From an optimization exercise on the open Yosys and OpenROAD flow, aimed at small area, a short achievable clock period and few clock cycles per item; shortcuts taken in it are not production practice. Function was checked by simulation only, so behaviour that the tests miss may differ from the original.

Setup of job 3780:
==> flow/design.v (excerpt) <==
module LCM #(
    parameter DATA_WIDTH = 16
)(
    input                       clk,
    input                       rst_n,
    input                       en,
    input  [DATA_WIDTH-1:0]     a,
    input  [DATA_WIDTH-1:0]     b,
    output                      valid,
    output [DATA_WIDTH*2-1:0]   gcd,
    output [DATA_WIDTH*2-1:0]   lcm
);
Size: ~1500 cells after synthesis, roughly 100 I/O pins.
==> flow/config.mk <==
export PLATFORM = sky130hd
export DESIGN_NAME = LCM
export DESIGN_NICKNAME = LCM
export VERILOG_FILES = /design/flow/design.v
export SDC_FILE = /design/flow/constraint.sdc
export NUM_CORES = 4
export LEC_CHECK = 0
export ABC_AREA = 1
export CAP_MARGIN = 0
export CORE_MARGIN = 2
export CORE_UTILIZATION = 60
export SLEW_MARGIN = 0
==> flow/constraint.sdc <==
create_clock -name core_clock -period 240.0 [get_ports {clk}]
set_input_delay 48.0000 -clock core_clock [delete_from_list [all_inputs] [get_ports {clk}]]
set_output_delay 48.0000 -clock core_clock [all_outputs]
set_load 0.01 [all_outputs]
standard.sh (not shown) runs the stock make flow with config.mk's settings and CLKGATE_MAP_FILE= SYNTH_SCRIPT=/design/flow/synth_recipe.tcl, a recipe that flattens the netlist after the stock synthesis.
==> flow/flow/run.sh <==
#!/bin/bash
# Own layout flow: the standard synthesis, then ABC maps the
# combinational logic again for area with a few scripts (registers and
# adder cells untouched) and keeps the smallest result, then the standard
# ORFS flow from floorplan to finish, with buf_1 port buffers.
# Each tool writes its full output to a log file here.
set -euo pipefail
HERE=$(pwd)
R=$HERE/orfs/results/$FLOW_PLATFORM/LCM/base
LIB=$FLOW_HOME/platforms/$FLOW_PLATFORM/lib/sky130_fd_sc_hd__tt_025C_1v80.lib

bash standard.sh synth > log_synth.txt 2>&1
cp "$R/1_2_yosys.v" "$HERE/std_synth.v"

# combinational cells as logic, for ABC to map again
python3 flow/genmap.py "$LIB" comb_map.v > log_genmap.txt 2>&1
DU=$(make -s -C "$FLOW_HOME" DESIGN_CONFIG="$HERE/config.mk" WORK_HOME="$HERE/orfs" print-DONT_USE_CELLS 2>/dev/null | sed -n 's/^DONT_USE_CELLS: //p')
DUARGS=""
for c in $DU; do DUARGS="$DUARGS -dont_use $c"; done

remap() {  # remap SCRIPT: writes remap_SCRIPT.v and remap_SCRIPT.area
  local s=$1
  cat > remap_$s.ys <<E2
read_liberty -lib $LIB
read_verilog $HERE/std_synth.v
hierarchy -top $FLOW_TOP
techmap -map $HERE/comb_map.v
techmap
opt -fast
abc -script $HERE/flow/$s.abc -liberty $LIB $DUARGS -D 240000
opt_clean -purge
hilomap -singleton -hicell sky130_fd_sc_hd__conb_1 HI -locell sky130_fd_sc_hd__conb_1 LO
splitnets
opt_clean -purge
tee -o $HERE/remap_$s.stat stat -liberty $LIB
check -assert -mapped
write_verilog -noattr -nohex -nodec $HERE/remap_$s.v
E2
  if yosys -s remap_$s.ys > log_remap_$s.txt 2>&1; then
    sed -n "s/.*Chip area for module '.$FLOW_TOP': *//p" remap_$s.stat > remap_$s.area
  fi
}
for s in a4 b1 b3 c4 c5; do remap $s & done
wait
best=""; besta=""
for s in a4 b1 b3 c4 c5; do
  [[ -s remap_$s.area ]] || continue
  a=$(cat remap_$s.area)
  if [[ -z "$best" ]] || awk -v a="$a" -v b="$besta" 'BEGIN{exit !(a<b)}'; then best=$s; besta=$a; fi
done
echo "best remap: $best $besta" | tee log_remap_choice.txt
if [[ -n "$best" ]]; then
  cp remap_$best.v "$R/1_2_yosys.v"
  touch "$R/1_2_yosys.v"
fi

export BUFFER_PORTS_ARGS="-buffer_cell sky130_fd_sc_hd__buf_1"
bash standard.sh finish > log_finish.txt 2>&1
==> flow/flow/a4.abc <==
strash
dch
map -a
mfs2
&get -n
&st
&dch
&nf -R 1000
&put
mfs2
&get -n
&st
&dch
&nf -R 1000
&put
topo
==> flow/flow/b1.abc <==
strash
dch
map -a
mfs2
&get -n
&st
&dch
&nf -R 1000
&put
mfs2
&get -n
&st
&dch
&nf -R 1000
&put
mfs2
&get -n
&st
&dch
&nf -R 1000
&put
topo
==> flow/flow/c3.abc <==
strash
&get -n
&st
&deepsyn -T 120
&put
dch
map -a
mfs2
&get -n
&st
&dch
&nf -R 1000
&put
mfs2
&get -n
&st
&dch
&nf -R 1000
&put
topo
==> flow/flow/c5.abc <==
strash
ifraig
dc2
dch
map -a
mfs2 -W 4 -M 5000
&get -n
&st
&dch
&nf -R 1000
&put
mfs2 -W 4 -M 5000
&get -n
&st
&dch
&nf -R 1000
&put
topo
Other scripts of this flow, unchanged in this note and not shown: flow/flow/b3.abc, flow/flow/c4.abc, flow/flow/genmap.py
Testbench counts of job 3780, summed over its fixed seeds: cycles 7,949, items 1,600.
The inputs of job 5938 differ from those of job 3780 as listed below.
- swapping 0 for 5 in SLEW_MARGIN
- swapping 60 for 75 in CORE_UTILIZATION
- swapping 0 for 5 in CAP_MARGIN
- putting PLACE_DENSITY at 0.8 where nothing was set
==> comparison <==
Per the comparison of job 5938 with job 3780, post-cts repair resize count flat, setup slack up 57 ps, cell area down 0.74%, die area down 4700 um2.
Route | job 5938 vs job 3780 | wire shorter in job 5938
Job 5938 finished end to end and its layout was clean on timing, DRC and antenna.
NOTE post-place instance area job 3780->job 5938 decreased slightly
Delta (job 5938 minus job 3780): number of max-capacitance violations reported about even; detailed-routed wire length on met3 rose about 27%.
Inputs modified between job 5938 and job 4749:
- changing CORE_UTILIZATION from 75 to 60
- setting CTS_CLUSTER_DIAMETER to 100 for the first time
- setting CTS_CLUSTER_SIZE to 30 for the first time
- removing PLACE_DENSITY (formerly 0.8)
--- outcome ---
- Relative to job 5938, total routing resource utilization after global routing decreased by 7.0 points in job 4749.
- As far as critical path depth in cells goes, job 5938 and job 4749 are indistinguishable; the numbers are identical.
- For maximum clock frequency, job 4749 and job 5938 come out practically identical.
- Final-layout worst hold slack (job 4749 over job 5938): decrease, 20 ps
- Job 4749: non-clock buffer count lower than job 5938
- Via count of the routed design, job 5938 and job 4749: smaller value in job 4749
Here is what was changed in the inputs of job 1437 compared with job 4749.
- CTS_BUF_LIST now sky130_fd_sc_hd__clkbuf_8, previously not set
- CTS_CLUSTER_SIZE no longer set, was 30
- CORE_UTILIZATION now 40, was 60
- CTS_CLUSTER_DIAMETER no longer set, was 100
-- flow/flow/run.sh --
<<< job 4749, line 19
for c in $DU; do DUARGS="$DUARGS -dont_use $c"; done

remap() {  # remap SCRIPT: writes remap_SCRIPT.v and remap_SCRIPT.area
  local s=$1
>>> job 1437, line 19
for c in $DU; do DUARGS="$DUARGS -dont_use $c"; done

SCRIPTS="c4 e2 b4 e1 e5 b3"
remap() {  # remap SCRIPT: writes remap_SCRIPT.v and remap_SCRIPT.area
  local s=$1
<<< job 4749, line 41
  fi
}
for s in a4 b1 b3 c4 c5; do remap $s & done
wait
best=""; besta=""
for s in a4 b1 b3 c4 c5; do
  [[ -s remap_$s.area ]] || continue
  a=$(cat remap_$s.area)
>>> job 1437, line 42
  fi
}
for s in $SCRIPTS; do remap $s & done
wait
best=""; besta=""
for s in $SCRIPTS; do
  [[ -s remap_$s.area ]] || continue
  a=$(cat remap_$s.area)
==> flow/flow/b4.abc (new file) <==
strash
&get -n
&st
&dch
&nf -p -R 1000
&put
mfs2
&get -n
&st
&dch
&nf -p -R 1000
&put
topo
==> flow/flow/e1.abc (new file) <==
strash
dch
amap
mfs2
&get -n
&st
&dch
&nf -R 1000
&put
mfs2
&get -n
&st
&dch
&nf -R 1000
&put
mfs2
&get -n
&st
&dch
&nf -R 1000
&put
topo
==> flow/flow/e2.abc (new file) <==
strash
dch -f
amap
mfs2
&get -n
&st
&dch -f
&nf -R 1000
&put
mfs2
&get -n
&st
&dch -f
&nf -R 1000
&put
topo
==> flow/flow/e5.abc (new file) <==
strash
&get -n
&st
&dc2
&put
dch
amap
mfs2
&get -n
&st
&dch
&nf -R 1000
&put
mfs2
&get -n
&st
&dch
&nf -R 1000
&put
topo
removed: flow/flow/a4.abc
removed: flow/flow/b1.abc
removed: flow/flow/c3.abc
removed: flow/flow/c5.abc
Notes after the runs:
- Non-clock buffer count down 1 in job 1437 wrt job 4749
- The die area of job 1437 exceeds that of job 4749 by 12000 um2.
- Comparing job 4749 and job 1437, the lower post-route cell area is on job 4749.
- Between job 4749 and job 1437, the difference in sequential share of layout area is negligible.
- On global routing usage summed across all routing layers, the higher figure sits with job 4749, not job 1437.
- Stage delay of the slowest cell on the critical path: job 1437 lower than job 4749
- Relative to job 4749, job 1437 degrades wire length.
- | fmax | job 1437 vs job 4749 | ≈ equal |
- Reported for job 4749 and job 1437, final antenna diode count turned out identical to the last digit.
- Global-route wire length before repair: job 1437 vs job 4749 up about 5%
- Comparing job 4749 and job 1437, the higher fraction of met3 tracks used by global routing is on job 4749.
#### Input delta (job 1103 over job 1437)
- CORE_UTILIZATION: 40 -> 60
- CTS_BUF_LIST: sky130_fd_sc_hd__clkbuf_8 -> unset
Re first-iteration DRC count: job 1437 and job 1103 aren't equal, and the lower value belongs to job 1437. Looking at number of standard cells in the layout, taps in and fillers out across job 1437 and job 1103, the one that comes out lower is job 1103. As far as number of buffers inserted by hold repair at cts goes, job 1437 and job 1103 are indistinguishable; the numbers are identical. In the flow results for job 1437 and job 1103, the final setup slack of the worst path is larger on job 1103.

== cedar ==
LCM, a different RTL version from the one above (not shown whole).
For scale: ~1500 cells after synthesis, ~100 I/O pins, about 0.014 mm^2 of cells after synthesis.
export LEC_CHECK = 0
export ABC_AREA = 1
export CAP_MARGIN = 20
export CORE_MARGIN = 2
export CORE_UTILIZATION = 40
export SLEW_MARGIN = 20
create_clock -name core_clock -period 240.0 [get_ports {clk}]
==> flow/flow/run.sh <==
#!/bin/bash
# Own layout flow: the standard synthesis, then ABC maps the
# combinational logic again for area with a few scripts (registers and
# adder cells untouched) and keeps the smallest result, then the standard
# ORFS flow from floorplan to finish, with buf_1 port buffers.
# Each tool writes its full output to a log file here.
set -euo pipefail
HERE=$(pwd)
R=$HERE/orfs/results/$FLOW_PLATFORM/LCM/base
LIB=$FLOW_HOME/platforms/$FLOW_PLATFORM/lib/sky130_fd_sc_hd__tt_025C_1v80.lib

bash standard.sh synth > log_synth.txt 2>&1
cp "$R/1_2_yosys.v" "$HERE/std_synth.v"

# combinational cells as logic, for ABC to map again
python3 flow/genmap.py "$LIB" comb_map.v > log_genmap.txt 2>&1
DU=$(make -s -C "$FLOW_HOME" DESIGN_CONFIG="$HERE/config.mk" WORK_HOME="$HERE/orfs" print-DONT_USE_CELLS 2>/dev/null | sed -n 's/^DONT_USE_CELLS: //p')
DUARGS=""
for c in $DU; do DUARGS="$DUARGS -dont_use $c"; done

remap() {  # remap SCRIPT: writes remap_SCRIPT.v and remap_SCRIPT.area
  local s=$1
  cat > remap_$s.ys <<E2
read_liberty -lib $LIB
read_verilog $HERE/std_synth.v
hierarchy -top $FLOW_TOP
techmap -map $HERE/comb_map.v
techmap
opt -fast
abc -script $HERE/flow/$s.abc -liberty $LIB $DUARGS -D 240000
opt_clean -purge
hilomap -singleton -hicell sky130_fd_sc_hd__conb_1 HI -locell sky130_fd_sc_hd__conb_1 LO
splitnets
opt_clean -purge
tee -o $HERE/remap_$s.stat stat -liberty $LIB
check -assert -mapped
write_verilog -noattr -nohex -nodec $HERE/remap_$s.v
E2
  if yosys -s remap_$s.ys > log_remap_$s.txt 2>&1; then
    sed -n "s/.*Chip area for module '.$FLOW_TOP': *//p" remap_$s.stat > remap_$s.area
  fi
}
for s in a4 b1 b3 c4 c5; do remap $s & done
wait
best=""; besta=""
for s in a4 b1 b3 c4 c5; do
  [[ -s remap_$s.area ]] || continue
  a=$(cat remap_$s.area)
  if [[ -z "$best" ]] || awk -v a="$a" -v b="$besta" 'BEGIN{exit !(a<b)}'; then best=$s; besta=$a; fi
done
echo "best remap: $best $besta" | tee log_remap_choice.txt
if [[ -n "$best" ]]; then
  cp remap_$best.v "$R/1_2_yosys.v"
  touch "$R/1_2_yosys.v"
fi

export BUFFER_PORTS_ARGS="-buffer_cell sky130_fd_sc_hd__buf_1"
bash standard.sh finish > log_finish.txt 2>&1
Other scripts of this flow, unchanged in this note and not shown: flow/flow/a4.abc, flow/flow/b1.abc, flow/flow/b3.abc, flow/flow/c3.abc, flow/flow/c4.abc, flow/flow/c5.abc, flow/flow/genmap.py
Testbench counts of cedar, summed over its fixed seeds: cycles 7,949, items 1,600.
Edits applied to the flow inputs when going from cedar to juniper:
Settings: SLEW_MARGIN changed from 20 to 5; CAP_MARGIN changed from 20 to 5; CORE_UTILIZATION changed from 40 to 60; CTS_BUF_LIST newly set to sky130_fd_sc_hd__clkbuf_8.
### Flow results
Compared with cedar, in juniper core area lost 33%, count of mapped cells out of synthesis neither gained nor lost much, final area lost 2.8%, relative max-transition margin picked up an extra 4.6 points.
Changes observed in juniper relative to cedar: number of clock buffer instances in the layout fell 1, post-placement setup slack +0.078 ns.
Wire length of the first global-routing pass improves in juniper relative to cedar.
Area after detailed placement sits lower in juniper than in cedar.
[inputs] fjord vs juniper
Settings: a change of CAP_MARGIN from 5 to 20; a change of CORE_UTILIZATION from 60 to 40; a change of SLEW_MARGIN from 5 to 20.
[summary]
Worst path arrival time (fjord over juniper): increase, 0.06 ns. fjord | stages: all done | timing, DRC, antenna: all pass. Comparing juniper and fjord, setup slack is lower on fjord. Layout-stage area growth over the synthesis result: fjord vs juniper up 2.3 points. For the wire length per cell after detailed routing, fjord came in 2.7% lower than juniper did.

LCM with an RTL version that a note above also has.
For scale: about 1,500 cells after synthesis, about 100 I/O pins.
clock: 240.0 ns
lec_check: 0
abc_area: 1
cap_margin: 5
core_margin: 2
core_utilization: 60
cts_buf_list: sky130_fd_sc_hd__clkbuf_16
cts_cluster_diameter: 200
cts_cluster_size: 50
slew_margin: 5
==> flow/flow/a4.abc <==
strash
dch
map -a
mfs2
&get -n
&st
&dch
&nf -R 1000
&put
mfs2
&get -n
&st
&dch
&nf -R 1000
&put
topo
==> flow/flow/b1.abc <==
strash
dch
map -a
mfs2
&get -n
&st
&dch
&nf -R 1000
&put
mfs2
&get -n
&st
&dch
&nf -R 1000
&put
mfs2
&get -n
&st
&dch
&nf -R 1000
&put
topo
==> flow/flow/b3.abc <==
strash
dc2
dch -f
map -a
mfs2 -a
strash
dch -f
map -a
mfs2 -a
&get -n
&st
&dch -f
&nf -R 1000
&put
topo
==> flow/flow/c3.abc <==
strash
&get -n
&st
&deepsyn -T 120
&put
dch
map -a
mfs2
&get -n
&st
&dch
&nf -R 1000
&put
mfs2
&get -n
&st
&dch
&nf -R 1000
&put
topo
==> flow/flow/c4.abc <==
strash
dch
amap
mfs2
&get -n
&st
&dch
&nf -R 1000
&put
mfs2
&get -n
&st
&dch
&nf -R 1000
&put
topo
==> flow/flow/c5.abc <==
strash
ifraig
dc2
dch
map -a
mfs2 -W 4 -M 5000
&get -n
&st
&dch
&nf -R 1000
&put
mfs2 -W 4 -M 5000
&get -n
&st
&dch
&nf -R 1000
&put
topo
==> flow/flow/genmap.py <==
import re,sys
lib=open(sys.argv[1]).read()
# cells kept as they are: adders, tie cells and anything not for logic
keep=['sky130_fd_sc_hd__fa_','sky130_fd_sc_hd__ha_','sky130_fd_sc_hd__conb','sky130_fd_sc_hd__lpflow','sky130_fd_sc_hd__probe']
out=[]
starts=[m for m in re.finditer(r'\n\s*cell\s*\(\s*"?(sky130_fd_sc_hd__\w+)"?\s*\)',lib)]
for k,m in enumerate(starts):
    name=m.group(1)
    body=lib[m.end(): starts[k+1].start() if k+1<len(starts) else len(lib)]
    if re.search(r'\b(ff|latch|statetable)\s*\(',body): continue
    if any(name.startswith(p) for p in keep): continue
    pins=re.findall(r'pin\s*\(\s*"?(\w+)"?\s*\)\s*\{(.*?)\n\s{8}\}',body,re.S)
    ins=[];outs=[]
    for pn,pb in pins:
        d=re.search(r'direction\s*:\s*"?(\w+)',pb)
        if not d: continue
        if d.group(1)=='input': ins.append(pn)
        elif d.group(1)=='output':
            f=re.search(r'function\s*:\s*"([^"]*)"',pb)
            if not f: break
            outs.append((pn,f.group(1)))
    else:
        if not outs: continue
        ex=[]
        for pn,f in outs:
            f=f.replace('!','~').replace('+','|').replace('*','&')
            ex.append(f"  assign {pn} = {f};")
        out.append(f"module {name}({','.join(ins+[o for o,_ in outs])});\n"+''.join(f"  input {i};\n" for i in ins)+''.join(f"  output {o};\n" for o,_ in outs)+'\n'.join(ex)+"\nendmodule\n")
open(sys.argv[2],'w').write('\n'.join(out))
print(len(out))
Scripts as last shown in full above: flow/flow/run.sh
Testbench counts at the start, summed over its fixed seeds: cycles 7,949, items 1,600.
Rerun with:
CTS_BUF_LIST = not set   (was sky130_fd_sc_hd__clkbuf_16)
CTS_CLUSTER_DIAMETER = not set   (was 200)
CTS_CLUSTER_SIZE = not set   (was 50)
The new run went through all stages and came out clean. Sequential share of layout area stays the same. Worst setup slack stays the same. Utilization stays the same. Flip-flop and latch count does not change. Via count is unchanged. Register-to-register slack hardly moves. Maximum frequency stays the same. Critical path depth does not change. Routed wire length is unchanged.

[afterwards: timing with drivers on the ports]
The flow's constraints put no driver on any port. The routed layouts listed below were extracted and timed again, unchanged, in two steps. Step 1 assumes that a clkbuf_16 drives the clock port and a buf_2 every other input. Step 2 moves the port delays by t, midway between the first and last clock arrival at a register: inputs arrive t later, outputs are due t later. That takes back most of the time a late clock gives input paths. Slacks: ideal ports / drivers / drivers and shift; pairs: ideal ports / drivers.
run | t (ns) | slack for setup (ns) | latest minus earliest clock arrival (ns)
job 3780 | 0.406 | 190.889 / 190.838 / 191.244 | 0.009 / 0.008
job 5938 | 0.413 | 190.946 / 190.896 / 191.309 | 0.008 / 0.007
job 4749 | 0.405 | 190.891 / 190.839 / 191.244 | 0.008 / 0.008
job 1437 | 0.485 | 190.883 / 190.834 / 191.319 | 0.019 / 0.019
job 1103 | 0.405 | 190.891 / 190.839 / 191.244 | 0.008 / 0.008
cedar | 0.432 | 190.840 / 190.790 / 191.222 | 0.010 / 0.009
juniper | 0.454 | 190.849 / 190.804 / 191.257 | 0.025 / 0.025
fjord | 0.484 | 190.789 / 190.742 / 191.226 | 0.012 / 0.012
the first run of note 3 | 0.405 | 190.891 / 190.839 / 191.244 | 0.008 / 0.008
the second run of note 3 | 0.405 | 190.891 / 190.839 / 191.244 | 0.008 / 0.008
After both steps every run listed still meets setup and hold.
